From an optimization exercise on the open Yosys and OpenROAD flow, aimed at small area, a short achievable clock period and few clock cycles per item; shortcuts taken in it are not production practice. Only simulation tests tie the RTL to the original design; equivalence was not proved.

==> tundra <==
// fft
module fft (
    input wire clk,
    input wire rst_n,
    input wire start,
    input wire [127:0] x_real_flat,
    input wire [127:0] x_imag_flat,
    output wire [127:0] X_real_flat,
    output wire [127:0] X_imag_flat,
    output logic done
);
export LEC_CHECK = 0
export CAP_MARGIN = 20
export CORE_MARGIN = 2
export CORE_UTILIZATION = 30
export SLEW_MARGIN = 20
export SYNTH_HIERARCHICAL = 1
export SYNTH_MINIMUM_KEEP_SIZE = 0
create_clock -name core_clock -period 10.0 [get_ports {clk}]
standard.sh (not shown) runs the stock make flow with config.mk's settings and CLKGATE_MAP_FILE= SYNTH_SCRIPT=/design/flow/synth_recipe.tcl, a recipe that flattens the netlist after the stock synthesis.
==> flow/flow/run.sh <==
#!/bin/bash
# Layout flow: the standard ORFS flow (standard.sh), with the input and
# output port buffers made sky130_fd_sc_hd__buf_1 instead of the flow's default
# buffer. Every port still gets its own buffer.
set -euo pipefail
bash standard.sh "BUFFER_PORTS_ARGS=-buffer_cell sky130_fd_sc_hd__buf_1" finish > standard_flow.log 2>&1
==> indigo (differences from tundra) <==
==> flow/run.sh (new file) <==
#!/bin/bash
# synth_recipe.tcl (not shown) runs the flow's synth.tcl, then flattens the netlist and writes it again
# the make line also repeats each setting of config.mk as NAME=value (left out here)
make -C /OpenROAD-flow-scripts/flow DESIGN_CONFIG=/design/flow/config.mk WORK_HOME=/design/flow/orfs CLKGATE_MAP_FILE= SYNTH_SCRIPT=/design/flow/synth_recipe.tcl finish
removed: flow/flow/run.sh
removed: flow/standard.sh
==> notes.md <==
                                                                               indigo           tundra
Critical path's largest stage delay                                             640 ps           790 ps
Routed length per placed instance                                              23.6 µm          23.7 µm
Clkbuf count                                                                        58               47
Worst setup slack after layout                                                  337 ps           501 ps
Worst setup path end                                                  X_real_flat[127]  X_imag_flat[95]
Fraction of standard cell area in multi-input logic                              0.560            0.613
Clock period minus worst slack                                                 9660 ps          9500 ps
Fin crit share                                                                   0.966            0.950
Number of cells on the critical path                                                17               16
Worst-case headroom to the max-slew limit                                        0.615            0.363
Share of final layout cell area taken by clock buffers and inverters            0.0379           0.0442
Number of buffers added by the clock tree synthesis step                            42               40
Run status                                                    timing/DRC/antenna clean  timing/DRC/antenna clean
Testbench counts of tundra, summed over its fixed seeds: cycles 2,408, items 2,400.
Testbench counts of indigo, summed over its fixed seeds: cycles 2,408, items 2,400.

---

==> inputs of v16 <==
Another version of the RTL of fft (not shown whole).
==> flow/config.mk <==
export PLATFORM = sky130hd
export DESIGN_NAME = fft
export DESIGN_NICKNAME = fft
export VERILOG_FILES = /design/flow/design.v
export SDC_FILE = /design/flow/constraint.sdc
export NUM_CORES = 4
export LEC_CHECK = 0
export CAP_MARGIN = 20
export CORE_MARGIN = 2
export CORE_UTILIZATION = 30
export SLEW_MARGIN = 20
export SYNTH_HIERARCHICAL = 1
export SYNTH_MINIMUM_KEEP_SIZE = 0
==> flow/constraint.sdc <==
create_clock -name core_clock -period 10.0 [get_ports {clk}]
set_input_delay 2.0000 -clock core_clock [delete_from_list [all_inputs] [get_ports {clk}]]
set_output_delay 2.0000 -clock core_clock [all_outputs]
set_load 0.01 [all_outputs]
==> flow/flow/run.sh <==
#!/bin/bash
# Layout flow: the standard ORFS flow (standard.sh), with the input and
# output port buffers made sky130_fd_sc_hd__buf_1 instead of the flow's default
# buffer. Every port still gets its own buffer.
set -euo pipefail
bash standard.sh "BUFFER_PORTS_ARGS=-buffer_cell sky130_fd_sc_hd__buf_1" finish > standard_flow.log 2>&1
==> v2: changes against v16 <==
--- a/flow/config.mk
+++ b/flow/config.mk
@@ -10,2 +10,3 @@
 export CORE_UTILIZATION = 30
+export SETUP_SLACK_MARGIN = 3
 export SLEW_MARGIN = 20
==> v38: changes against v16 <==
--- a/flow/config.mk
+++ b/flow/config.mk
@@ -10,2 +10,5 @@
 export CORE_UTILIZATION = 30
+export CTS_CLUSTER_DIAMETER = 80
+export CTS_CLUSTER_SIZE = 40
+export SETUP_SLACK_MARGIN = 3
 export SLEW_MARGIN = 20
==> summary of the runs <==
In v16 the worst hold slack is worse than in v38, by 0.0043 ns. v38 finished with timing, DRC and antenna clean. v16 produced a clean layout. v2 produced a clean layout. In synthesized area, v16 and v2 do not differ. Non-clock buffer count, highest first: v38, v2, v16. Between v38 and v16, the lower core utilization is in v16 (gap 0.75 points). Global-route usage: v2 is higher than v16 (0.073 points).
Testbench counts of v16, summed over its fixed seeds: cycles 2,408, items 2,400.
Testbench counts of v2, summed over its fixed seeds: cycles 2,408, items 2,400.
Testbench counts of v38, summed over its fixed seeds: cycles 2,408, items 2,400.

[what the ideal ports hide]
The flow's constraints put no driver on any port. The routed layouts listed below were extracted and timed again, unchanged, in two steps.
Step 1, drivers: a clkbuf_16 drives clk and a buf_2 each remaining input, both assumed.
Step 2 moves the port delays by t, midway between the first and last clock arrival at a register: inputs arrive t later, outputs are due t later. That takes back most of the time a late clock gives input paths.
Three values: ideal, step 1, step 2; two values: the first two.
run	t, ns	setup WS [ns]	hold WS [ns]	worst setup path at the end
tundra	0.635	0.501 / 0.435 / 0.801	1.185 / 1.144 / 1.779	input to register
indigo	0.643	0.337 / 0.270 / 0.473	1.566 / 1.524 / 2.167	input to register
v16	0.689	2.702 / 2.735 / 2.056	1.143 / 1.097 / 1.786	input to register
v2	0.687	3.116 / 3.074 / 2.470	1.131 / 1.087 / 1.774	input to register
v38	0.686	3.082 / 3.081 / 2.434	1.147 / 1.107 / 1.793	input to register
After both steps every run listed still meets setup and hold. For v38, which loses most, drivers alone change the setup slack by -0.001 ns; drivers and shift together by -0.648 ns.
